From an optimization exercise on the open Yosys and OpenROAD flow, aimed at small area, a short achievable clock period and few clock cycles; shortcuts taken in it are not production practice. No functional check of the RTL was part of this run. Power and IR drop assume default switching activity.

--- flow/config.mk ---
export PLATFORM = sky130hd
export DESIGN_NAME = DATAPATH
export DESIGN_NICKNAME = DATAPATH
export VERILOG_FILES = /design/flow/design.v
export SDC_FILE = /design/flow/constraint.sdc
export NUM_CORES = 4
export LEC_CHECK = 0
export ABC_AREA = 1
export CAP_MARGIN = 20
export CORE_MARGIN = 2
export CORE_UTILIZATION = 40
export CTS_BUF_LIST = sky130_fd_sc_hd__clkbuf_4 sky130_fd_sc_hd__clkbuf_8
export CTS_CLUSTER_SIZE = 30
export PLACE_DENSITY = 0.75
export SLEW_MARGIN = 20
export SYNTH_HIERARCHICAL = 1
export SYNTH_MINIMUM_KEEP_SIZE = 0
--- flow/constraint.sdc ---
create_clock -name core_clock -period 4.0 [get_ports {clk}]
set_input_delay 0.8000 -clock core_clock [delete_from_list [all_inputs] [get_ports {clk}]]
set_output_delay 0.8000 -clock core_clock [all_outputs]
set_load 0.01 [all_outputs]
--- flow/design.v ---
`timescale 1ns / 1ps
module DATAPATH(Product, done, clk, multiplicand, multiplier, start, rst);
output [31:0] Product;
output reg done;
input [16:0] multiplicand;
input [16:0] multiplier;
input clk, start, rst;
wire one1 = multiplier[0] ^ 1'b0;
wire two2 = (multiplier[1] & ~multiplier[0] & ~1'b0) | (~multiplier[1] & multiplier[0] & 1'b0);
wire pp3 = ((one1 & multiplicand[0])) ^ multiplier[1];
wire pp4 = ((one1 & multiplicand[1]) | (two2 & multiplicand[0])) ^ multiplier[1];
wire pp5 = ((one1 & multiplicand[2]) | (two2 & multiplicand[1])) ^ multiplier[1];
wire pp6 = ((one1 & multiplicand[3]) | (two2 & multiplicand[2])) ^ multiplier[1];
wire pp7 = ((one1 & multiplicand[4]) | (two2 & multiplicand[3])) ^ multiplier[1];
wire pp8 = ((one1 & multiplicand[5]) | (two2 & multiplicand[4])) ^ multiplier[1];
wire pp9 = ((one1 & multiplicand[6]) | (two2 & multiplicand[5])) ^ multiplier[1];
wire pp10 = ((one1 & multiplicand[7]) | (two2 & multiplicand[6])) ^ multiplier[1];
wire pp11 = ((one1 & multiplicand[8]) | (two2 & multiplicand[7])) ^ multiplier[1];
wire pp12 = ((one1 & multiplicand[9]) | (two2 & multiplicand[8])) ^ multiplier[1];
wire pp13 = ((one1 & multiplicand[10]) | (two2 & multiplicand[9])) ^ multiplier[1];
wire pp14 = ((one1 & multiplicand[11]) | (two2 & multiplicand[10])) ^ multiplier[1];
wire pp15 = ((one1 & multiplicand[12]) | (two2 & multiplicand[11])) ^ multiplier[1];
wire pp16 = ((one1 & multiplicand[13]) | (two2 & multiplicand[12])) ^ multiplier[1];
wire pp17 = ((one1 & multiplicand[14]) | (two2 & multiplicand[13])) ^ multiplier[1];
wire pp18 = ((one1 & multiplicand[15]) | (two2 & multiplicand[14])) ^ multiplier[1];
wire pp19 = ((two2 & multiplicand[15])) ^ multiplier[1];
wire sn20 = ~multiplier[1];
wire one21 = multiplier[2] ^ multiplier[1];
wire two22 = (multiplier[3] & ~multiplier[2] & ~multiplier[1]) | (~multiplier[3] & multiplier[2] & multiplier[1]);
wire pp23 = ((one21 & multiplicand[0])) ^ multiplier[3];
wire pp24 = ((one21 & multiplicand[1]) | (two22 & multiplicand[0])) ^ multiplier[3];
wire pp25 = ((one21 & multiplicand[2]) | (two22 & multiplicand[1])) ^ multiplier[3];
wire pp26 = ((one21 & multiplicand[3]) | (two22 & multiplicand[2])) ^ multiplier[3];
wire pp27 = ((one21 & multiplicand[4]) | (two22 & multiplicand[3])) ^ multiplier[3];
wire pp28 = ((one21 & multiplicand[5]) | (two22 & multiplicand[4])) ^ multiplier[3];
wire pp29 = ((one21 & multiplicand[6]) | (two22 & multiplicand[5])) ^ multiplier[3];
wire pp30 = ((one21 & multiplicand[7]) | (two22 & multiplicand[6])) ^ multiplier[3];
wire pp31 = ((one21 & multiplicand[8]) | (two22 & multiplicand[7])) ^ multiplier[3];
wire pp32 = ((one21 & multiplicand[9]) | (two22 & multiplicand[8])) ^ multiplier[3];
wire pp33 = ((one21 & multiplicand[10]) | (two22 & multiplicand[9])) ^ multiplier[3];
wire pp34 = ((one21 & multiplicand[11]) | (two22 & multiplicand[10])) ^ multiplier[3];
wire pp35 = ((one21 & multiplicand[12]) | (two22 & multiplicand[11])) ^ multiplier[3];
wire pp36 = ((one21 & multiplicand[13]) | (two22 & multiplicand[12])) ^ multiplier[3];
wire pp37 = ((one21 & multiplicand[14]) | (two22 & multiplicand[13])) ^ multiplier[3];
wire pp38 = ((one21 & multiplicand[15]) | (two22 & multiplicand[14])) ^ multiplier[3];
wire pp39 = ((two22 & multiplicand[15])) ^ multiplier[3];
wire sn40 = ~multiplier[3];
wire one41 = multiplier[4] ^ multiplier[3];
wire two42 = (multiplier[5] & ~multiplier[4] & ~multiplier[3]) | (~multiplier[5] & multiplier[4] & multiplier[3]);
wire pp43 = ((one41 & multiplicand[0])) ^ multiplier[5];
wire pp44 = ((one41 & multiplicand[1]) | (two42 & multiplicand[0])) ^ multiplier[5];
wire pp45 = ((one41 & multiplicand[2]) | (two42 & multiplicand[1])) ^ multiplier[5];
wire pp46 = ((one41 & multiplicand[3]) | (two42 & multiplicand[2])) ^ multiplier[5];
wire pp47 = ((one41 & multiplicand[4]) | (two42 & multiplicand[3])) ^ multiplier[5];
wire pp48 = ((one41 & multiplicand[5]) | (two42 & multiplicand[4])) ^ multiplier[5];
wire pp49 = ((one41 & multiplicand[6]) | (two42 & multiplicand[5])) ^ multiplier[5];
wire pp50 = ((one41 & multiplicand[7]) | (two42 & multiplicand[6])) ^ multiplier[5];
wire pp51 = ((one41 & multiplicand[8]) | (two42 & multiplicand[7])) ^ multiplier[5];
wire pp52 = ((one41 & multiplicand[9]) | (two42 & multiplicand[8])) ^ multiplier[5];
wire pp53 = ((one41 & multiplicand[10]) | (two42 & multiplicand[9])) ^ multiplier[5];
wire pp54 = ((one41 & multiplicand[11]) | (two42 & multiplicand[10])) ^ multiplier[5];
wire pp55 = ((one41 & multiplicand[12]) | (two42 & multiplicand[11])) ^ multiplier[5];
wire pp56 = ((one41 & multiplicand[13]) | (two42 & multiplicand[12])) ^ multiplier[5];
wire pp57 = ((one41 & multiplicand[14]) | (two42 & multiplicand[13])) ^ multiplier[5];
wire pp58 = ((one41 & multiplicand[15]) | (two42 & multiplicand[14])) ^ multiplier[5];
wire pp59 = ((two42 & multiplicand[15])) ^ multiplier[5];
wire sn60 = ~multiplier[5];
wire one61 = multiplier[6] ^ multiplier[5];
wire two62 = (multiplier[7] & ~multiplier[6] & ~multiplier[5]) | (~multiplier[7] & multiplier[6] & multiplier[5]);
wire pp63 = ((one61 & multiplicand[0])) ^ multiplier[7];
wire pp64 = ((one61 & multiplicand[1]) | (two62 & multiplicand[0])) ^ multiplier[7];
wire pp65 = ((one61 & multiplicand[2]) | (two62 & multiplicand[1])) ^ multiplier[7];
wire pp66 = ((one61 & multiplicand[3]) | (two62 & multiplicand[2])) ^ multiplier[7];
wire pp67 = ((one61 & multiplicand[4]) | (two62 & multiplicand[3])) ^ multiplier[7];
wire pp68 = ((one61 & multiplicand[5]) | (two62 & multiplicand[4])) ^ multiplier[7];
wire pp69 = ((one61 & multiplicand[6]) | (two62 & multiplicand[5])) ^ multiplier[7];
wire pp70 = ((one61 & multiplicand[7]) | (two62 & multiplicand[6])) ^ multiplier[7];
wire pp71 = ((one61 & multiplicand[8]) | (two62 & multiplicand[7])) ^ multiplier[7];
wire pp72 = ((one61 & multiplicand[9]) | (two62 & multiplicand[8])) ^ multiplier[7];
wire pp73 = ((one61 & multiplicand[10]) | (two62 & multiplicand[9])) ^ multiplier[7];
wire pp74 = ((one61 & multiplicand[11]) | (two62 & multiplicand[10])) ^ multiplier[7];
wire pp75 = ((one61 & multiplicand[12]) | (two62 & multiplicand[11])) ^ multiplier[7];
wire pp76 = ((one61 & multiplicand[13]) | (two62 & multiplicand[12])) ^ multiplier[7];
wire pp77 = ((one61 & multiplicand[14]) | (two62 & multiplicand[13])) ^ multiplier[7];
wire pp78 = ((one61 & multiplicand[15]) | (two62 & multiplicand[14])) ^ multiplier[7];
wire pp79 = ((two62 & multiplicand[15])) ^ multiplier[7];
wire sn80 = ~multiplier[7];
wire one81 = multiplier[8] ^ multiplier[7];
wire two82 = (multiplier[9] & ~multiplier[8] & ~multiplier[7]) | (~multiplier[9] & multiplier[8] & multiplier[7]);
wire pp83 = ((one81 & multiplicand[0])) ^ multiplier[9];
wire pp84 = ((one81 & multiplicand[1]) | (two82 & multiplicand[0])) ^ multiplier[9];
wire pp85 = ((one81 & multiplicand[2]) | (two82 & multiplicand[1])) ^ multiplier[9];
wire pp86 = ((one81 & multiplicand[3]) | (two82 & multiplicand[2])) ^ multiplier[9];
wire pp87 = ((one81 & multiplicand[4]) | (two82 & multiplicand[3])) ^ multiplier[9];
wire pp88 = ((one81 & multiplicand[5]) | (two82 & multiplicand[4])) ^ multiplier[9];
wire pp89 = ((one81 & multiplicand[6]) | (two82 & multiplicand[5])) ^ multiplier[9];
wire pp90 = ((one81 & multiplicand[7]) | (two82 & multiplicand[6])) ^ multiplier[9];
wire pp91 = ((one81 & multiplicand[8]) | (two82 & multiplicand[7])) ^ multiplier[9];
wire pp92 = ((one81 & multiplicand[9]) | (two82 & multiplicand[8])) ^ multiplier[9];
wire pp93 = ((one81 & multiplicand[10]) | (two82 & multiplicand[9])) ^ multiplier[9];
wire pp94 = ((one81 & multiplicand[11]) | (two82 & multiplicand[10])) ^ multiplier[9];
wire pp95 = ((one81 & multiplicand[12]) | (two82 & multiplicand[11])) ^ multiplier[9];
wire pp96 = ((one81 & multiplicand[13]) | (two82 & multiplicand[12])) ^ multiplier[9];
wire pp97 = ((one81 & multiplicand[14]) | (two82 & multiplicand[13])) ^ multiplier[9];
wire pp98 = ((one81 & multiplicand[15]) | (two82 & multiplicand[14])) ^ multiplier[9];
wire pp99 = ((two82 & multiplicand[15])) ^ multiplier[9];
wire sn100 = ~multiplier[9];
wire one101 = multiplier[10] ^ multiplier[9];
wire two102 = (multiplier[11] & ~multiplier[10] & ~multiplier[9]) | (~multiplier[11] & multiplier[10] & multiplier[9]);
wire pp103 = ((one101 & multiplicand[0])) ^ multiplier[11];
wire pp104 = ((one101 & multiplicand[1]) | (two102 & multiplicand[0])) ^ multiplier[11];
wire pp105 = ((one101 & multiplicand[2]) | (two102 & multiplicand[1])) ^ multiplier[11];
wire pp106 = ((one101 & multiplicand[3]) | (two102 & multiplicand[2])) ^ multiplier[11];
wire pp107 = ((one101 & multiplicand[4]) | (two102 & multiplicand[3])) ^ multiplier[11];
wire pp108 = ((one101 & multiplicand[5]) | (two102 & multiplicand[4])) ^ multiplier[11];
wire pp109 = ((one101 & multiplicand[6]) | (two102 & multiplicand[5])) ^ multiplier[11];
wire pp110 = ((one101 & multiplicand[7]) | (two102 & multiplicand[6])) ^ multiplier[11];
wire pp111 = ((one101 & multiplicand[8]) | (two102 & multiplicand[7])) ^ multiplier[11];
wire pp112 = ((one101 & multiplicand[9]) | (two102 & multiplicand[8])) ^ multiplier[11];
wire pp113 = ((one101 & multiplicand[10]) | (two102 & multiplicand[9])) ^ multiplier[11];
wire pp114 = ((one101 & multiplicand[11]) | (two102 & multiplicand[10])) ^ multiplier[11];
wire pp115 = ((one101 & multiplicand[12]) | (two102 & multiplicand[11])) ^ multiplier[11];
wire pp116 = ((one101 & multiplicand[13]) | (two102 & multiplicand[12])) ^ multiplier[11];
wire pp117 = ((one101 & multiplicand[14]) | (two102 & multiplicand[13])) ^ multiplier[11];
wire pp118 = ((one101 & multiplicand[15]) | (two102 & multiplicand[14])) ^ multiplier[11];
wire pp119 = ((two102 & multiplicand[15])) ^ multiplier[11];
wire sn120 = ~multiplier[11];
wire one121 = multiplier[12] ^ multiplier[11];
wire two122 = (multiplier[13] & ~multiplier[12] & ~multiplier[11]) | (~multiplier[13] & multiplier[12] & multiplier[11]);
wire pp123 = ((one121 & multiplicand[0])) ^ multiplier[13];
wire pp124 = ((one121 & multiplicand[1]) | (two122 & multiplicand[0])) ^ multiplier[13];
wire pp125 = ((one121 & multiplicand[2]) | (two122 & multiplicand[1])) ^ multiplier[13];
wire pp126 = ((one121 & multiplicand[3]) | (two122 & multiplicand[2])) ^ multiplier[13];
wire pp127 = ((one121 & multiplicand[4]) | (two122 & multiplicand[3])) ^ multiplier[13];
wire pp128 = ((one121 & multiplicand[5]) | (two122 & multiplicand[4])) ^ multiplier[13];
wire pp129 = ((one121 & multiplicand[6]) | (two122 & multiplicand[5])) ^ multiplier[13];
wire pp130 = ((one121 & multiplicand[7]) | (two122 & multiplicand[6])) ^ multiplier[13];
wire pp131 = ((one121 & multiplicand[8]) | (two122 & multiplicand[7])) ^ multiplier[13];
wire pp132 = ((one121 & multiplicand[9]) | (two122 & multiplicand[8])) ^ multiplier[13];
wire pp133 = ((one121 & multiplicand[10]) | (two122 & multiplicand[9])) ^ multiplier[13];
wire pp134 = ((one121 & multiplicand[11]) | (two122 & multiplicand[10])) ^ multiplier[13];
wire pp135 = ((one121 & multiplicand[12]) | (two122 & multiplicand[11])) ^ multiplier[13];
wire pp136 = ((one121 & multiplicand[13]) | (two122 & multiplicand[12])) ^ multiplier[13];
wire pp137 = ((one121 & multiplicand[14]) | (two122 & multiplicand[13])) ^ multiplier[13];
wire pp138 = ((one121 & multiplicand[15]) | (two122 & multiplicand[14])) ^ multiplier[13];
wire pp139 = ((two122 & multiplicand[15])) ^ multiplier[13];
wire sn140 = ~multiplier[13];
wire one141 = multiplier[14] ^ multiplier[13];
wire two142 = (multiplier[15] & ~multiplier[14] & ~multiplier[13]) | (~multiplier[15] & multiplier[14] & multiplier[13]);
wire pp143 = ((one141 & multiplicand[0])) ^ multiplier[15];
wire pp144 = ((one141 & multiplicand[1]) | (two142 & multiplicand[0])) ^ multiplier[15];
wire pp145 = ((one141 & multiplicand[2]) | (two142 & multiplicand[1])) ^ multiplier[15];
wire pp146 = ((one141 & multiplicand[3]) | (two142 & multiplicand[2])) ^ multiplier[15];
wire pp147 = ((one141 & multiplicand[4]) | (two142 & multiplicand[3])) ^ multiplier[15];
wire pp148 = ((one141 & multiplicand[5]) | (two142 & multiplicand[4])) ^ multiplier[15];
wire pp149 = ((one141 & multiplicand[6]) | (two142 & multiplicand[5])) ^ multiplier[15];
wire pp150 = ((one141 & multiplicand[7]) | (two142 & multiplicand[6])) ^ multiplier[15];
wire pp151 = ((one141 & multiplicand[8]) | (two142 & multiplicand[7])) ^ multiplier[15];
wire pp152 = ((one141 & multiplicand[9]) | (two142 & multiplicand[8])) ^ multiplier[15];
wire pp153 = ((one141 & multiplicand[10]) | (two142 & multiplicand[9])) ^ multiplier[15];
wire pp154 = ((one141 & multiplicand[11]) | (two142 & multiplicand[10])) ^ multiplier[15];
wire pp155 = ((one141 & multiplicand[12]) | (two142 & multiplicand[11])) ^ multiplier[15];
wire pp156 = ((one141 & multiplicand[13]) | (two142 & multiplicand[12])) ^ multiplier[15];
wire pp157 = ((one141 & multiplicand[14]) | (two142 & multiplicand[13])) ^ multiplier[15];
wire pp158 = ((one141 & multiplicand[15]) | (two142 & multiplicand[14])) ^ multiplier[15];
wire pp159 = ((two142 & multiplicand[15])) ^ multiplier[15];
wire sn160 = ~multiplier[15];
wire pp161 = multiplicand[0] & multiplier[15];
wire pp162 = multiplicand[1] & multiplier[15];
wire pp163 = multiplicand[2] & multiplier[15];
wire pp164 = multiplicand[3] & multiplier[15];
wire pp165 = multiplicand[4] & multiplier[15];
wire pp166 = multiplicand[5] & multiplier[15];
wire pp167 = multiplicand[6] & multiplier[15];
wire pp168 = multiplicand[7] & multiplier[15];
wire pp169 = multiplicand[8] & multiplier[15];
wire pp170 = multiplicand[9] & multiplier[15];
wire pp171 = multiplicand[10] & multiplier[15];
wire pp172 = multiplicand[11] & multiplier[15];
wire pp173 = multiplicand[12] & multiplier[15];
wire pp174 = multiplicand[13] & multiplier[15];
wire pp175 = multiplicand[14] & multiplier[15];
wire pp176 = multiplicand[15] & multiplier[15];
wire s177, c178;
HA2 u_s177 (.a(multiplier[11]), .b(pp13), .s(s177), .co(c178));
wire s179, c180;
HA2 u_s179 (.a(pp14), .b(pp32), .s(s179), .co(c180));
wire s181, c182;
FA3 u_s181 (.a(multiplier[13]), .b(pp15), .c(pp33), .s(s181), .co(c182));
wire s183, c184;
HA2 u_s183 (.a(pp51), .b(pp69), .s(s183), .co(c184));
wire s185, c186;
FA3 u_s185 (.a(pp16), .b(pp34), .c(pp52), .s(s185), .co(c186));
wire s187, c188;
HA2 u_s187 (.a(pp70), .b(pp88), .s(s187), .co(c188));
wire s189, c190;
FA3 u_s189 (.a(multiplier[15]), .b(pp17), .c(pp35), .s(s189), .co(c190));
wire s191, c192;
FA3 u_s191 (.a(pp53), .b(pp71), .c(pp89), .s(s191), .co(c192));
wire s193, c194;
HA2 u_s193 (.a(pp107), .b(pp125), .s(s193), .co(c194));
wire s195, c196;
FA3 u_s195 (.a(pp18), .b(pp36), .c(pp54), .s(s195), .co(c196));
wire s197, c198;
FA3 u_s197 (.a(pp72), .b(pp90), .c(pp108), .s(s197), .co(c198));
wire s199, c200;
HA2 u_s199 (.a(pp126), .b(pp144), .s(s199), .co(c200));
wire s201, c202;
FA3 u_s201 (.a(pp161), .b(pp19), .c(pp37), .s(s201), .co(c202));
wire s203, c204;
FA3 u_s203 (.a(pp55), .b(pp73), .c(pp91), .s(s203), .co(c204));
wire s205, c206;
FA3 u_s205 (.a(pp109), .b(pp127), .c(pp145), .s(s205), .co(c206));
wire s207, c208;
FA3 u_s207 (.a(multiplier[1]), .b(pp162), .c(pp38), .s(s207), .co(c208));
wire s209, c210;
FA3 u_s209 (.a(pp56), .b(pp74), .c(pp92), .s(s209), .co(c210));
wire s211, c212;
FA3 u_s211 (.a(pp110), .b(pp128), .c(pp146), .s(s211), .co(c212));
wire s213, c214;
FA3 u_s213 (.a(multiplier[1]), .b(pp163), .c(pp39), .s(s213), .co(c214));
wire s215, c216;
FA3 u_s215 (.a(pp57), .b(pp75), .c(pp93), .s(s215), .co(c216));
wire s217, c218;
FA3 u_s217 (.a(pp111), .b(pp129), .c(pp147), .s(s217), .co(c218));
wire s219, c220;
FA3 u_s219 (.a(sn20), .b(sn40), .c(pp164), .s(s219), .co(c220));
wire s221, c222;
FA3 u_s221 (.a(pp58), .b(pp76), .c(pp94), .s(s221), .co(c222));
wire s223, c224;
FA3 u_s223 (.a(pp112), .b(pp130), .c(pp148), .s(s223), .co(c224));
wire s225 = ~(pp165 ^ pp59);
wire c226 = pp165 | pp59;
wire s227, c228;
FA3 u_s227 (.a(pp77), .b(pp95), .c(pp113), .s(s227), .co(c228));
wire s229, c230;
HA2 u_s229 (.a(pp131), .b(pp149), .s(s229), .co(c230));
wire s231, c232;
FA3 u_s231 (.a(sn60), .b(pp166), .c(pp78), .s(s231), .co(c232));
wire s233, c234;
FA3 u_s233 (.a(pp96), .b(pp114), .c(pp132), .s(s233), .co(c234));
wire s235 = ~(pp167 ^ pp79);
wire c236 = pp167 | pp79;
wire s237, c238;
HA2 u_s237 (.a(pp97), .b(pp115), .s(s237), .co(c238));
wire s239, c240;
FA3 u_s239 (.a(sn80), .b(pp168), .c(pp98), .s(s239), .co(c240));
wire s241, c242;
HA2 u_s241 (.a(1'b1), .b(pp169), .s(s241), .co(c242));
wire s243, c244;
HA2 u_s243 (.a(multiplier[7]), .b(pp9), .s(s243), .co(c244));
wire s245, c246;
HA2 u_s245 (.a(pp10), .b(pp28), .s(s245), .co(c246));
wire s247, c248;
FA3 u_s247 (.a(multiplier[9]), .b(pp11), .c(pp29), .s(s247), .co(c248));
wire s249, c250;
HA2 u_s249 (.a(pp47), .b(pp65), .s(s249), .co(c250));
wire s251, c252;
FA3 u_s251 (.a(pp12), .b(pp30), .c(pp48), .s(s251), .co(c252));
wire s253, c254;
HA2 u_s253 (.a(pp66), .b(pp84), .s(s253), .co(c254));
wire s255, c256;
FA3 u_s255 (.a(pp31), .b(pp49), .c(pp67), .s(s255), .co(c256));
wire s257, c258;
FA3 u_s257 (.a(pp85), .b(pp103), .c(s177), .s(s257), .co(c258));
wire s259, c260;
FA3 u_s259 (.a(pp50), .b(pp68), .c(pp86), .s(s259), .co(c260));
wire s261, c262;
FA3 u_s261 (.a(pp104), .b(c178), .c(s179), .s(s261), .co(c262));
wire s263, c264;
FA3 u_s263 (.a(pp87), .b(pp105), .c(pp123), .s(s263), .co(c264));
wire s265, c266;
FA3 u_s265 (.a(c180), .b(s183), .c(s181), .s(s265), .co(c266));
wire s267, c268;
FA3 u_s267 (.a(pp106), .b(pp124), .c(c184), .s(s267), .co(c268));
wire s269, c270;
FA3 u_s269 (.a(s187), .b(c182), .c(s185), .s(s269), .co(c270));
wire s271, c272;
FA3 u_s271 (.a(pp143), .b(c188), .c(s193), .s(s271), .co(c272));
wire s273, c274;
FA3 u_s273 (.a(c186), .b(s189), .c(s191), .s(s273), .co(c274));
wire s275, c276;
FA3 u_s275 (.a(c194), .b(s199), .c(c190), .s(s275), .co(c276));
wire s277, c278;
FA3 u_s277 (.a(c192), .b(s195), .c(s197), .s(s277), .co(c278));
wire s279, c280;
FA3 u_s279 (.a(c200), .b(c196), .c(c198), .s(s279), .co(c280));
wire s281, c282;
FA3 u_s281 (.a(s201), .b(s203), .c(s205), .s(s281), .co(c282));
wire s283, c284;
FA3 u_s283 (.a(c202), .b(c204), .c(c206), .s(s283), .co(c284));
wire s285, c286;
FA3 u_s285 (.a(s207), .b(s209), .c(s211), .s(s285), .co(c286));
wire s287, c288;
FA3 u_s287 (.a(c208), .b(c210), .c(c212), .s(s287), .co(c288));
wire s289, c290;
FA3 u_s289 (.a(s213), .b(s215), .c(s217), .s(s289), .co(c290));
wire s291, c292;
FA3 u_s291 (.a(s219), .b(c214), .c(c216), .s(s291), .co(c292));
wire s293, c294;
FA3 u_s293 (.a(c218), .b(s221), .c(s223), .s(s293), .co(c294));
wire s295, c296;
FA3 u_s295 (.a(c220), .b(s229), .c(c222), .s(s295), .co(c296));
wire s297, c298;
FA3 u_s297 (.a(c224), .b(s225), .c(s227), .s(s297), .co(c298));
wire s299, c300;
FA3 u_s299 (.a(pp150), .b(c230), .c(c226), .s(s299), .co(c300));
wire s301, c302;
FA3 u_s301 (.a(c228), .b(s231), .c(s233), .s(s301), .co(c302));
wire s303, c304;
FA3 u_s303 (.a(pp133), .b(pp151), .c(s237), .s(s303), .co(c304));
wire s305, c306;
FA3 u_s305 (.a(c232), .b(c234), .c(s235), .s(s305), .co(c306));
wire s307, c308;
FA3 u_s307 (.a(pp116), .b(pp134), .c(pp152), .s(s307), .co(c308));
wire s309, c310;
FA3 u_s309 (.a(c238), .b(c236), .c(s239), .s(s309), .co(c310));
wire s311, c312;
FA3 u_s311 (.a(s241), .b(pp99), .c(pp117), .s(s311), .co(c312));
wire s313, c314;
FA3 u_s313 (.a(pp135), .b(pp153), .c(c240), .s(s313), .co(c314));
wire s315, c316;
FA3 u_s315 (.a(sn100), .b(pp170), .c(c242), .s(s315), .co(c316));
wire s317, c318;
FA3 u_s317 (.a(pp118), .b(pp136), .c(pp154), .s(s317), .co(c318));
wire s319 = ~(pp171 ^ pp119);
wire c320 = pp171 | pp119;
wire s321, c322;
HA2 u_s321 (.a(pp137), .b(pp155), .s(s321), .co(c322));
wire s323, c324;
FA3 u_s323 (.a(sn120), .b(pp172), .c(pp138), .s(s323), .co(c324));
wire s325, c326;
HA2 u_s325 (.a(1'b1), .b(pp173), .s(s325), .co(c326));
wire s327, c328;
HA2 u_s327 (.a(multiplier[5]), .b(pp7), .s(s327), .co(c328));
wire s329, c330;
HA2 u_s329 (.a(pp8), .b(pp26), .s(s329), .co(c330));
wire s331, c332;
FA3 u_s331 (.a(pp27), .b(pp45), .c(pp63), .s(s331), .co(c332));
wire s333, c334;
FA3 u_s333 (.a(pp46), .b(pp64), .c(c244), .s(s333), .co(c334));
wire s335, c336;
FA3 u_s335 (.a(pp83), .b(c246), .c(s249), .s(s335), .co(c336));
wire s337, c338;
FA3 u_s337 (.a(c250), .b(s253), .c(c248), .s(s337), .co(c338));
wire s339, c340;
FA3 u_s339 (.a(c254), .b(c252), .c(s255), .s(s339), .co(c340));
wire s341, c342;
FA3 u_s341 (.a(c256), .b(s259), .c(c258), .s(s341), .co(c342));
wire s343, c344;
FA3 u_s343 (.a(c260), .b(s263), .c(c262), .s(s343), .co(c344));
wire s345, c346;
FA3 u_s345 (.a(c264), .b(s267), .c(c266), .s(s345), .co(c346));
wire s347, c348;
FA3 u_s347 (.a(c268), .b(s271), .c(c270), .s(s347), .co(c348));
wire s349, c350;
FA3 u_s349 (.a(c272), .b(c274), .c(s275), .s(s349), .co(c350));
wire s351, c352;
FA3 u_s351 (.a(c276), .b(c278), .c(s279), .s(s351), .co(c352));
wire s353, c354;
FA3 u_s353 (.a(c280), .b(c282), .c(s283), .s(s353), .co(c354));
wire s355, c356;
FA3 u_s355 (.a(c284), .b(c286), .c(s287), .s(s355), .co(c356));
wire s357, c358;
FA3 u_s357 (.a(c288), .b(c290), .c(s291), .s(s357), .co(c358));
wire s359, c360;
FA3 u_s359 (.a(c292), .b(c294), .c(s295), .s(s359), .co(c360));
wire s361, c362;
FA3 u_s361 (.a(c296), .b(c298), .c(s299), .s(s361), .co(c362));
wire s363, c364;
FA3 u_s363 (.a(s303), .b(c300), .c(c302), .s(s363), .co(c364));
wire s365, c366;
FA3 u_s365 (.a(s307), .b(c304), .c(c306), .s(s365), .co(c366));
wire s367, c368;
FA3 u_s367 (.a(c308), .b(s311), .c(c310), .s(s367), .co(c368));
wire s369, c370;
FA3 u_s369 (.a(s315), .b(c312), .c(s317), .s(s369), .co(c370));
wire s371, c372;
FA3 u_s371 (.a(s321), .b(c316), .c(c318), .s(s371), .co(c372));
wire s373, c374;
FA3 u_s373 (.a(pp156), .b(c322), .c(c320), .s(s373), .co(c374));
wire s375, c376;
FA3 u_s375 (.a(s325), .b(pp139), .c(pp157), .s(s375), .co(c376));
wire s377, c378;
FA3 u_s377 (.a(sn140), .b(pp174), .c(c326), .s(s377), .co(c378));
wire s379, c380;
HA2 u_s379 (.a(1'b1), .b(pp175), .s(s379), .co(c380));
reg [91:0] acc_r;
always @(posedge clk)
 if (start)
  acc_r <= {c380, pp176, sn160, c378, pp159, s379, c376, pp158, s377, c374, c324, s375, c372, s323, s373, c370, s319, s371, c368, c314, s369, c366, s313, s367, c364, s309, s365, c362, s305, s363, c360, s301, s361, c358, s297, s359, c356, s293, s357, c354, s289, s355, c352, s285, s353, c350, s281, s351, c348, s277, s349, c346, s273, s347, c344, s269, s345, c342, s265, s343, c340, s261, s341, c338, s257, s339, c336, s251, s337, c334, s247, s335, c332, s245, s333, c330, s243, s331, c328, pp44, s329, pp43, pp25, s327, pp24, pp6, pp23, pp5, multiplier[3], pp4, pp3, multiplier[1]};
wire s381, c382;
HA2 u_s381 (.a(acc_r[3]), .b(acc_r[4]), .s(s381), .co(c382));
wire s383, c384;
HA2 u_s383 (.a(acc_r[6]), .b(acc_r[7]), .s(s383), .co(c384));
wire s385, c386;
FA3 u_s385 (.a(acc_r[8]), .b(acc_r[9]), .c(acc_r[10]), .s(s385), .co(c386));
wire s387, c388;
FA3 u_s387 (.a(acc_r[11]), .b(acc_r[12]), .c(acc_r[13]), .s(s387), .co(c388));
wire s389, c390;
FA3 u_s389 (.a(acc_r[14]), .b(acc_r[15]), .c(acc_r[16]), .s(s389), .co(c390));
wire s391, c392;
FA3 u_s391 (.a(acc_r[17]), .b(acc_r[18]), .c(acc_r[19]), .s(s391), .co(c392));
wire s393, c394;
FA3 u_s393 (.a(acc_r[20]), .b(acc_r[21]), .c(acc_r[22]), .s(s393), .co(c394));
wire s395, c396;
FA3 u_s395 (.a(acc_r[23]), .b(acc_r[24]), .c(acc_r[25]), .s(s395), .co(c396));
wire s397, c398;
FA3 u_s397 (.a(acc_r[26]), .b(acc_r[27]), .c(acc_r[28]), .s(s397), .co(c398));
wire s399, c400;
FA3 u_s399 (.a(acc_r[29]), .b(acc_r[30]), .c(acc_r[31]), .s(s399), .co(c400));
wire s401, c402;
FA3 u_s401 (.a(acc_r[32]), .b(acc_r[33]), .c(acc_r[34]), .s(s401), .co(c402));
wire s403, c404;
FA3 u_s403 (.a(acc_r[35]), .b(acc_r[36]), .c(acc_r[37]), .s(s403), .co(c404));
wire s405, c406;
FA3 u_s405 (.a(acc_r[38]), .b(acc_r[39]), .c(acc_r[40]), .s(s405), .co(c406));
wire s407, c408;
FA3 u_s407 (.a(acc_r[41]), .b(acc_r[42]), .c(acc_r[43]), .s(s407), .co(c408));
wire s409, c410;
FA3 u_s409 (.a(acc_r[44]), .b(acc_r[45]), .c(acc_r[46]), .s(s409), .co(c410));
wire s411, c412;
FA3 u_s411 (.a(acc_r[47]), .b(acc_r[48]), .c(acc_r[49]), .s(s411), .co(c412));
wire s413, c414;
FA3 u_s413 (.a(acc_r[50]), .b(acc_r[51]), .c(acc_r[52]), .s(s413), .co(c414));
wire s415, c416;
FA3 u_s415 (.a(acc_r[53]), .b(acc_r[54]), .c(acc_r[55]), .s(s415), .co(c416));
wire s417, c418;
FA3 u_s417 (.a(acc_r[56]), .b(acc_r[57]), .c(acc_r[58]), .s(s417), .co(c418));
wire s419, c420;
FA3 u_s419 (.a(acc_r[59]), .b(acc_r[60]), .c(acc_r[61]), .s(s419), .co(c420));
wire s421, c422;
FA3 u_s421 (.a(acc_r[62]), .b(acc_r[63]), .c(acc_r[64]), .s(s421), .co(c422));
wire s423, c424;
FA3 u_s423 (.a(acc_r[65]), .b(acc_r[66]), .c(acc_r[67]), .s(s423), .co(c424));
wire s425, c426;
FA3 u_s425 (.a(acc_r[68]), .b(acc_r[69]), .c(acc_r[70]), .s(s425), .co(c426));
wire s427, c428;
FA3 u_s427 (.a(acc_r[71]), .b(acc_r[72]), .c(acc_r[73]), .s(s427), .co(c428));
wire s429, c430;
FA3 u_s429 (.a(acc_r[74]), .b(acc_r[75]), .c(acc_r[76]), .s(s429), .co(c430));
wire s431, c432;
FA3 u_s431 (.a(acc_r[77]), .b(acc_r[78]), .c(acc_r[79]), .s(s431), .co(c432));
wire s433, c434;
FA3 u_s433 (.a(acc_r[80]), .b(acc_r[81]), .c(acc_r[82]), .s(s433), .co(c434));
wire s435, c436;
FA3 u_s435 (.a(acc_r[83]), .b(acc_r[84]), .c(acc_r[85]), .s(s435), .co(c436));
wire s437, c438;
FA3 u_s437 (.a(acc_r[86]), .b(acc_r[87]), .c(acc_r[88]), .s(s437), .co(c438));
wire s439, c440;
FA3 u_s439 (.a(acc_r[89]), .b(acc_r[90]), .c(acc_r[91]), .s(s439), .co(c440));
wire [31:0] acc_s = {c438, c436, c434, c432, c430, c428, c426, c424, c422, c420, c418, c416, c414, c412, c410, c408, c406, c404, c402, c400, c398, c396, c394, c392, c390, c388, c386, c384, c382, acc_r[5], acc_r[2], acc_r[0]};
wire [31:0] acc_c = {s439, s437, s435, s433, s431, s429, s427, s425, s423, s421, s419, s417, s415, s413, s411, s409, s407, s405, s403, s401, s399, s397, s395, s393, s391, s389, s387, s385, s383, s381, 1'b0, acc_r[1]};
wire g441, p442;
HA2 u_g441 (.a(acc_r[0]), .b(acc_r[1]), .s(p442), .co(g441));
wire g443, p444;
HA2 u_g443 (.a(acc_r[5]), .b(s381), .s(p444), .co(g443));
wire g445, p446;
HA2 u_g445 (.a(c382), .b(s383), .s(p446), .co(g445));
wire g447, p448;
HA2 u_g447 (.a(c384), .b(s385), .s(p448), .co(g447));
wire g449, p450;
HA2 u_g449 (.a(c386), .b(s387), .s(p450), .co(g449));
wire g451, p452;
HA2 u_g451 (.a(c388), .b(s389), .s(p452), .co(g451));
wire g453, p454;
HA2 u_g453 (.a(c390), .b(s391), .s(p454), .co(g453));
wire g455, p456;
HA2 u_g455 (.a(c392), .b(s393), .s(p456), .co(g455));
wire g457, p458;
HA2 u_g457 (.a(c394), .b(s395), .s(p458), .co(g457));
wire g459, p460;
HA2 u_g459 (.a(c396), .b(s397), .s(p460), .co(g459));
wire g461, p462;
HA2 u_g461 (.a(c398), .b(s399), .s(p462), .co(g461));
wire g463, p464;
HA2 u_g463 (.a(c400), .b(s401), .s(p464), .co(g463));
wire g465, p466;
HA2 u_g465 (.a(c402), .b(s403), .s(p466), .co(g465));
wire g467, p468;
HA2 u_g467 (.a(c404), .b(s405), .s(p468), .co(g467));
wire g469, p470;
HA2 u_g469 (.a(c406), .b(s407), .s(p470), .co(g469));
wire g471, p472;
HA2 u_g471 (.a(c408), .b(s409), .s(p472), .co(g471));
wire g473, p474;
HA2 u_g473 (.a(c410), .b(s411), .s(p474), .co(g473));
wire g475, p476;
HA2 u_g475 (.a(c412), .b(s413), .s(p476), .co(g475));
wire g477, p478;
HA2 u_g477 (.a(c414), .b(s415), .s(p478), .co(g477));
wire g479, p480;
HA2 u_g479 (.a(c416), .b(s417), .s(p480), .co(g479));
wire g481, p482;
HA2 u_g481 (.a(c418), .b(s419), .s(p482), .co(g481));
wire g483, p484;
HA2 u_g483 (.a(c420), .b(s421), .s(p484), .co(g483));
wire g485, p486;
HA2 u_g485 (.a(c422), .b(s423), .s(p486), .co(g485));
wire g487, p488;
HA2 u_g487 (.a(c424), .b(s425), .s(p488), .co(g487));
wire g489, p490;
HA2 u_g489 (.a(c426), .b(s427), .s(p490), .co(g489));
wire g491, p492;
HA2 u_g491 (.a(c428), .b(s429), .s(p492), .co(g491));
wire g493, p494;
HA2 u_g493 (.a(c430), .b(s431), .s(p494), .co(g493));
wire g495, p496;
HA2 u_g495 (.a(c432), .b(s433), .s(p496), .co(g495));
wire g497, p498;
HA2 u_g497 (.a(c434), .b(s435), .s(p498), .co(g497));
wire g499, p500;
HA2 u_g499 (.a(c436), .b(s437), .s(p500), .co(g499));
wire g501, p502;
HA2 u_g501 (.a(c438), .b(s439), .s(p502), .co(g501));
wire q503 = (p502 & g499) | g501;
wire q504 = p502 & p500;
wire q505 = (p500 & g497) | g499;
wire q506 = p500 & p498;
wire q507 = (p498 & g495) | g497;
wire q508 = p498 & p496;
wire q509 = (p496 & g493) | g495;
wire q510 = p496 & p494;
wire q511 = (p494 & g491) | g493;
wire q512 = p494 & p492;
wire q513 = (p492 & g489) | g491;
wire q514 = p492 & p490;
wire q515 = (p490 & g487) | g489;
wire q516 = p490 & p488;
wire q517 = (p488 & g485) | g487;
wire q518 = p488 & p486;
wire q519 = (p486 & g483) | g485;
wire q520 = p486 & p484;
wire q521 = (p484 & g481) | g483;
wire q522 = p484 & p482;
wire q523 = (p482 & g479) | g481;
wire q524 = p482 & p480;
wire q525 = (p480 & g477) | g479;
wire q526 = p480 & p478;
wire q527 = (p478 & g475) | g477;
wire q528 = p478 & p476;
wire q529 = (p476 & g473) | g475;
wire q530 = p476 & p474;
wire q531 = (p474 & g471) | g473;
wire q532 = p474 & p472;
wire q533 = (p472 & g469) | g471;
wire q534 = p472 & p470;
wire q535 = (p470 & g467) | g469;
wire q536 = p470 & p468;
wire q537 = (p468 & g465) | g467;
wire q538 = p468 & p466;
wire q539 = (p466 & g463) | g465;
wire q540 = p466 & p464;
wire q541 = (p464 & g461) | g463;
wire q542 = p464 & p462;
wire q543 = (p462 & g459) | g461;
wire q544 = p462 & p460;
wire q545 = (p460 & g457) | g459;
wire q546 = p460 & p458;
wire q547 = (p458 & g455) | g457;
wire q548 = p458 & p456;
wire q549 = (p456 & g453) | g455;
wire q550 = p456 & p454;
wire q551 = (p454 & g451) | g453;
wire q552 = p454 & p452;
wire q553 = (p452 & g449) | g451;
wire q554 = p452 & p450;
wire q555 = (p450 & g447) | g449;
wire q556 = p450 & p448;
wire q557 = (p448 & g445) | g447;
wire q558 = p448 & p446;
wire q559 = (p446 & g443) | g445;
wire q560 = p446 & p444;
wire q561 = p444 & acc_r[2];
wire q562 = acc_r[2] & g441;
wire q563 = acc_r[2] & p442;
wire q564 = (q504 & q507) | q503;
wire q565 = q504 & q508;
wire q566 = (q506 & q509) | q505;
wire q567 = q506 & q510;
wire q568 = (q508 & q511) | q507;
wire q569 = q508 & q512;
wire q570 = (q510 & q513) | q509;
wire q571 = q510 & q514;
wire q572 = (q512 & q515) | q511;
wire q573 = q512 & q516;
wire q574 = (q514 & q517) | q513;
wire q575 = q514 & q518;
wire q576 = (q516 & q519) | q515;
wire q577 = q516 & q520;
wire q578 = (q518 & q521) | q517;
wire q579 = q518 & q522;
wire q580 = (q520 & q523) | q519;
wire q581 = q520 & q524;
wire q582 = (q522 & q525) | q521;
wire q583 = q522 & q526;
wire q584 = (q524 & q527) | q523;
wire q585 = q524 & q528;
wire q586 = (q526 & q529) | q525;
wire q587 = q526 & q530;
wire q588 = (q528 & q531) | q527;
wire q589 = q528 & q532;
wire q590 = (q530 & q533) | q529;
wire q591 = q530 & q534;
wire q592 = (q532 & q535) | q531;
wire q593 = q532 & q536;
wire q594 = (q534 & q537) | q533;
wire q595 = q534 & q538;
wire q596 = (q536 & q539) | q535;
wire q597 = q536 & q540;
wire q598 = (q538 & q541) | q537;
wire q599 = q538 & q542;
wire q600 = (q540 & q543) | q539;
wire q601 = q540 & q544;
wire q602 = (q542 & q545) | q541;
wire q603 = q542 & q546;
wire q604 = (q544 & q547) | q543;
wire q605 = q544 & q548;
wire q606 = (q546 & q549) | q545;
wire q607 = q546 & q550;
wire q608 = (q548 & q551) | q547;
wire q609 = q548 & q552;
wire q610 = (q550 & q553) | q549;
wire q611 = q550 & q554;
wire q612 = (q552 & q555) | q551;
wire q613 = q552 & q556;
wire q614 = (q554 & q557) | q553;
wire q615 = q554 & q558;
wire q616 = (q556 & q559) | q555;
wire q617 = q556 & q560;
wire q618 = (q558 & g443) | q557;
wire q619 = q558 & q561;
wire q620 = (q560 & q562) | q559;
wire q621 = q560 & q563;
wire q622 = (q561 & g441) | g443;
wire q623 = q561 & p442;
wire q624 = (q565 & q572) | q564;
wire q625 = q565 & q573;
wire q626 = (q567 & q574) | q566;
wire q627 = q567 & q575;
wire q628 = (q569 & q576) | q568;
wire q629 = q569 & q577;
wire q630 = (q571 & q578) | q570;
wire q631 = q571 & q579;
wire q632 = (q573 & q580) | q572;
wire q633 = q573 & q581;
wire q634 = (q575 & q582) | q574;
wire q635 = q575 & q583;
wire q636 = (q577 & q584) | q576;
wire q637 = q577 & q585;
wire q638 = (q579 & q586) | q578;
wire q639 = q579 & q587;
wire q640 = (q581 & q588) | q580;
wire q641 = q581 & q589;
wire q642 = (q583 & q590) | q582;
wire q643 = q583 & q591;
wire q644 = (q585 & q592) | q584;
wire q645 = q585 & q593;
wire q646 = (q587 & q594) | q586;
wire q647 = q587 & q595;
wire q648 = (q589 & q596) | q588;
wire q649 = q589 & q597;
wire q650 = (q591 & q598) | q590;
wire q651 = q591 & q599;
wire q652 = (q593 & q600) | q592;
wire q653 = q593 & q601;
wire q654 = (q595 & q602) | q594;
wire q655 = q595 & q603;
wire q656 = (q597 & q604) | q596;
wire q657 = q597 & q605;
wire q658 = (q599 & q606) | q598;
wire q659 = q599 & q607;
wire q660 = (q601 & q608) | q600;
wire q661 = q601 & q609;
wire q662 = (q603 & q610) | q602;
wire q663 = q603 & q611;
wire q664 = (q605 & q612) | q604;
wire q665 = q605 & q613;
wire q666 = (q607 & q614) | q606;
wire q667 = q607 & q615;
wire q668 = (q609 & q616) | q608;
wire q669 = q609 & q617;
wire q670 = (q611 & q618) | q610;
wire q671 = q611 & q619;
wire q672 = (q613 & q620) | q612;
wire q673 = q613 & q621;
wire q674 = (q615 & q622) | q614;
wire q675 = q615 & q623;
wire q676 = (q617 & q562) | q616;
wire q677 = q617 & q563;
wire q678 = (q619 & g441) | q618;
wire q679 = q619 & p442;
wire q680 = (q625 & q640) | q624;
wire q681 = q625 & q641;
wire q682 = (q627 & q642) | q626;
wire q683 = q627 & q643;
wire q684 = (q629 & q644) | q628;
wire q685 = q629 & q645;
wire q686 = (q631 & q646) | q630;
wire q687 = q631 & q647;
wire q688 = (q633 & q648) | q632;
wire q689 = q633 & q649;
wire q690 = (q635 & q650) | q634;
wire q691 = q635 & q651;
wire q692 = (q637 & q652) | q636;
wire q693 = q637 & q653;
wire q694 = (q639 & q654) | q638;
wire q695 = q639 & q655;
wire q696 = (q641 & q656) | q640;
wire q697 = q641 & q657;
wire q698 = (q643 & q658) | q642;
wire q699 = q643 & q659;
wire q700 = (q645 & q660) | q644;
wire q701 = q645 & q661;
wire q702 = (q647 & q662) | q646;
wire q703 = q647 & q663;
wire q704 = (q649 & q664) | q648;
wire q705 = q649 & q665;
wire q706 = (q651 & q666) | q650;
wire q707 = q651 & q667;
wire q708 = (q653 & q668) | q652;
wire q709 = q653 & q669;
wire q710 = (q655 & q670) | q654;
wire q711 = q655 & q671;
wire q712 = (q657 & q672) | q656;
wire q713 = q657 & q673;
wire q714 = (q659 & q674) | q658;
wire q715 = q659 & q675;
wire q716 = (q661 & q676) | q660;
wire q717 = q661 & q677;
wire q718 = (q663 & q678) | q662;
wire q719 = q663 & q679;
wire q720 = (q665 & q620) | q664;
wire q721 = q665 & q621;
wire q722 = (q667 & q622) | q666;
wire q723 = q667 & q623;
wire q724 = (q669 & q562) | q668;
wire q725 = q669 & q563;
wire q726 = (q671 & g441) | q670;
wire q727 = q671 & p442;
wire q728 = (q681 & q712) | q680;
wire q729 = q681 & q713;
wire q730 = (q683 & q714) | q682;
wire q731 = q683 & q715;
wire q732 = (q685 & q716) | q684;
wire q733 = q685 & q717;
wire q734 = (q687 & q718) | q686;
wire q735 = q687 & q719;
wire q736 = (q689 & q720) | q688;
wire q737 = q689 & q721;
wire q738 = (q691 & q722) | q690;
wire q739 = q691 & q723;
wire q740 = (q693 & q724) | q692;
wire q741 = q693 & q725;
wire q742 = (q695 & q726) | q694;
wire q743 = q695 & q727;
wire q744 = (q697 & q672) | q696;
wire q745 = q697 & q673;
wire q746 = (q699 & q674) | q698;
wire q747 = q699 & q675;
wire q748 = (q701 & q676) | q700;
wire q749 = q701 & q677;
wire q750 = (q703 & q678) | q702;
wire q751 = q703 & q679;
wire q752 = (q705 & q620) | q704;
wire q753 = q705 & q621;
wire q754 = (q707 & q622) | q706;
wire q755 = q707 & q623;
wire q756 = (q709 & q562) | q708;
wire q757 = q709 & q563;
wire q758 = (q711 & g441) | q710;
wire q759 = q711 & p442;
wire q760 = acc_r[2] ^ g441;
wire q761 = p444 ^ q562;
wire q762 = p446 ^ q622;
wire q763 = p448 ^ q620;
wire q764 = p450 ^ q678;
wire q765 = p452 ^ q676;
wire q766 = p454 ^ q674;
wire q767 = p456 ^ q672;
wire q768 = p458 ^ q726;
wire q769 = p460 ^ q724;
wire q770 = p462 ^ q722;
wire q771 = p464 ^ q720;
wire q772 = p466 ^ q718;
wire q773 = p468 ^ q716;
wire q774 = p470 ^ q714;
wire q775 = p472 ^ q712;
wire q776 = p474 ^ q758;
wire q777 = p476 ^ q756;
wire q778 = p478 ^ q754;
wire q779 = p480 ^ q752;
wire q780 = p482 ^ q750;
wire q781 = p484 ^ q748;
wire q782 = p486 ^ q746;
wire q783 = p488 ^ q744;
wire q784 = p490 ^ q742;
wire q785 = p492 ^ q740;
wire q786 = p494 ^ q738;
wire q787 = p496 ^ q736;
wire q788 = p498 ^ q734;
wire q789 = p500 ^ q732;
wire q790 = p502 ^ q730;
assign Product = {q790, q789, q788, q787, q786, q785, q784, q783, q782, q781, q780, q779, q778, q777, q776, q775, q774, q773, q772, q771, q770, q769, q768, q767, q766, q765, q764, q763, q762, q761, q760, p442};
always @(posedge clk)
 if (rst)
  done <= 1'b0;
 else
  done <= start;
endmodule
module FA3(a, b, c, s, co);
input a, b, c;
output s, co;
assign s = a ^ b ^ c;
assign co = (a & b) | (a & c) | (b & c);
endmodule
module BSEL(one, two, neg, a0, a1, pp);
input one, two, neg, a0, a1;
output pp;
assign pp = ((one & a0) | (two & a1)) ^ neg;
endmodule
module AO21(a, b, c, y);
input a, b, c;
output y;
assign y = (a & b) | c;
endmodule
module HA2(a, b, s, co);
input a, b;
output s, co;
assign s = a ^ b;
assign co = a & b;
endmodule
--- flow/flow/run.sh ---
#!/bin/bash
# Standard layout, with plain buffers (instead of delay buffers) on the ports.
set -euo pipefail
export BUFFER_PORTS_ARGS="-buffer_cell sky130_fd_sc_hd__buf_2"
bash standard.sh > standard.log 2>&1
--- flow/standard.sh ---
#!/bin/bash
# synth_recipe.tcl (not shown) runs the flow's synth.tcl, then flattens the netlist and writes it again
# the make line also repeats each setting of config.mk as NAME=value (left out here)
make -C /OpenROAD-flow-scripts/flow DESIGN_CONFIG=/design/flow/config.mk WORK_HOME=/design/flow/orfs CLKGATE_MAP_FILE= SYNTH_SCRIPT=/design/flow/synth_recipe.tcl "${@:-finish}"
==> results.tsv <==
metric	value	unit
fillers	2470	
CTS Buf Count	9	
die width	167	um
pin count of the biggest net entering global routing	94	
Routed wire per std cell	17.0	um
CTS root buf	clkbuf_8	
Mapped Avg Cell Area	9.06	um^2
gr ovfl total	0	
Critical Path AT	3.71	ns
minimum clock period	3.62	ns
FMAX	0.276	GHz
synth warn	7	
FF+latch area	2780	um^2
Placed Instances	1533	
CP Launch Type	input pin	
Worst Hold Launch	rst	
Fin. Hold Viols	0	
CP Capture Type	register	
Die Y	167	um
count of TritonRoute iterations in the first routing pass	5	
GP Congestion	0.942	
Mapped Area	10600	um^2
Seq/Total Area, Yosys	26.2	%
Syn Inst Count	1172	
total track usage	18.8	%
CP Max Fanout	15	
Critical Path Source	multiplier[11]	
Hold/Removal Path Class	input pin to register	
dpl ws	0.0607	ns
antenna violations before repair	4	
NumNets Final	1410	
Area Overhead vs Synth	7.38	%
period utilization	90.5	%
# DRC	0	
slew at the pin closest to its max-slew limit	1.15	ns
Worst EP required	4.09	ns
Final Setup Violations	0	
vias after detailed routing	8115	
CTS clk-pin slew, worst paths	0.09	ns
Post-Route Setup TNS	0	ns
vias in the first global route	7837	
synthesis-stage register bit count	93	
placed cell areas	11200	um^2
die area	27900	um^2
ANT nets after route	0	
critical path class	input pin to register	
# IOs	70	
CTS sink cnt	93	
DR vias/cell	5.23	
Max-Cap Viols	0	
Finished Layout Cells	1552	
core area	26100	um^2
CTS max path bufs	2	
Initial Util	40.7	%
layout cell share with drive strength beyond 1	13.3	%
post-cts hold buffer count	0	
Pleak	0.00540	uW
status	finished clean	
drt initial violations	740	
detailed placer's ending HPWL	21.3	mm
final worst setup slack	0.381	ns
RSZ-0062 raised after global routing	no	
TritonCTS clock tree	yes	
Pwr per Cell Area	838	nW/um^2
max-slew violation count	0	
post-cts resize count	0	
global-route wire length before repair	41.9	mm
final WL	26.4	mm
H-tree levels	3	
Setup Fix Bufs, Post-CTS	0	
Rows	59	
Yosys cell types	32	
Finished Cell Area	11400	um^2
Slew Limit Headroom	23.0	%
worst vdd ir	0.864	mV
Multi-input gate area	6730	um^2
# port buffers	67	
==> layer usage <==
metal / routed length [um] / vias to the layer above / track usage (%)
met5: 11 / - / 0
met4: 641 / 2 / 6.45
met3: 2450 / 34 / 3.80
met2: 12200 / 363 / 29.9
met1: 11200 / 3852 / 25.8
li1: - / 3864 / -
==> modules after synthesis (local to each module, per instance) <==
module | area, um^2 | cells | flip-flops and latches | times used
DATAPATH | 7790 | 1012 | 93 | 1
FA3 | 20.0 | 1 | 0 | 109
HA2 | 12.5 | 1 | 0 | 51
==> worst paths after layout <==
kind        end  depth (start not counted)
max   acc_r[44]                          9
min        done                          2
==> flip-flops by register name (all words and copies together) (netlist names) <==
name,flops
acc_r,92
done,1
==> cells in the final DEF, fill, tap and decap left out, types with 4 or more instances in the layout <==
master	synthesis	final
nand3_1	29	29
a21oi_2	5	5
o22ai_2	21	21
a21oi_1	21	21
clkbuf_8	0	9
nand2_1	267	267
nor2_2	4	4
ha_1	55	55
buf_4	40	40
edfxtp_1	92	92
o22ai_1	99	99
nand4_1	5	5
inv_1	155	155
nor3_1	5	5
nor2_1	54	54
o21ai_0	9	9
buf_2	20	66
xor2_1	143	143
fa_1	109	109
==> cell usage after synthesis <==
master	number	area, um^2
a21o_1	1	7.51
a21oi_1	21	105
a21oi_2	5	43.8
a21oi_4	1	16.3
buf_1	10	37.5
buf_2	20	100
buf_4	40	300
buf_6	4	45.0
clkbuf_1	9	33.8
clkinv_1	1	3.75
conb_1	1	3.75
dfxtp_1	1	20.0
edfxtp_1	92	2760
fa_1	109	2180
ha_1	55	688
inv_1	155	582
inv_2	2	7.51
nand2_1	267	1000
nand2_2	3	18.8
nand3_1	29	145
nand4_1	5	31.3
nor2_1	54	203
nor2_2	4	25.0
nor2_4	1	11.3
nor3_1	5	25.0
o21ai_0	9	45.0
o21bai_1	1	7.51
o22ai_1	99	619
o22ai_2	21	263
or2_1	3	18.8
or2_4	1	8.76
xor2_1	143	1250
==> cell type report <==
| type | instances | share of cell area [%] |
|---|---|---|
| clock inverters | 7 | 0.801 |
| multi-input cells | 840 | 59.0 |
| repair buffers | 107 | 5.71 |
| flip-flops and latches | 93 | 24.4 |
| well taps | 335 | 3.68 |
| clock buffers | 9 | 1.09 |
| inverters | 158 | 5.20 |
| diodes | 3 | 0.0659 |
==> critical path: stages <==
cell and delay (ns):
buf_2 0.13, inv_2 0.10, nor2_1 0.08, a21oi_2 0.83, o22ai_2 0.15, xor2_1 0.24, fa_1 0.46, fa_1 0.40
fa_1 0.51
==> cell families (layout without fill, tap and decap cells) <==
family	after synthesis	count (layout)	synth area share [%]
AO/OA/AOI/OAI	158	158	10.4
buffers and inverters	241	281	10.5
other	1	6	0.0353
XOR/XNOR	143	143	11.8
adder cells (fa/ha/maj)	164	164	27.0
flip-flops	93	93	26.2
AND/OR/NAND/NOR	372	372	14.0
==> metrics by stage <==
step           total power, uW  utilization, %  hold slack, ns
3_3_place_gp              8770            42.9           0.956
2_1_floorplan             7600               -           0.871
6_report                  9550            43.7           0.584
3_5_place_dp              8910            42.9           0.963
4_1_cts                   9590            43.7           0.573
5_1_grt                  10600            43.7           0.585
==> report_power, final <==
part,total [uW],switching [uW],internal (uW)
Combinational,7220,4520,2700
Clock,666,362,304
Sequential,1670,156,1510

re-timing with driven ports:
How much do the figures lean on ideal ports? The routed layout below was timed once more, with nothing changed but the port constraints. Step 1: set_driving_cell puts a clkbuf_16 on clk and a buf_2 on each other input, an assumption about the parent block. Step 2, shift: input delay + t, output delay - t, t = (earliest + latest rising clock arrival at the registers) / 2. This alone moves slack from input paths to output paths. Slacks: ideal ports / drivers / drivers and shift; pairs: ideal ports / drivers.
t (ns): 0.394
setup slack, ns: 0.381 / 0.333 / -0.061
worst setup path after step 2: input to register
worst register clock-pin slew, ns: 0.10 / 0.10
With both steps, setup timing fails in this run, where it was met with ideal ports. For this run, drivers alone change the setup slack by -0.048 ns; drivers and shift together by -0.442 ns.
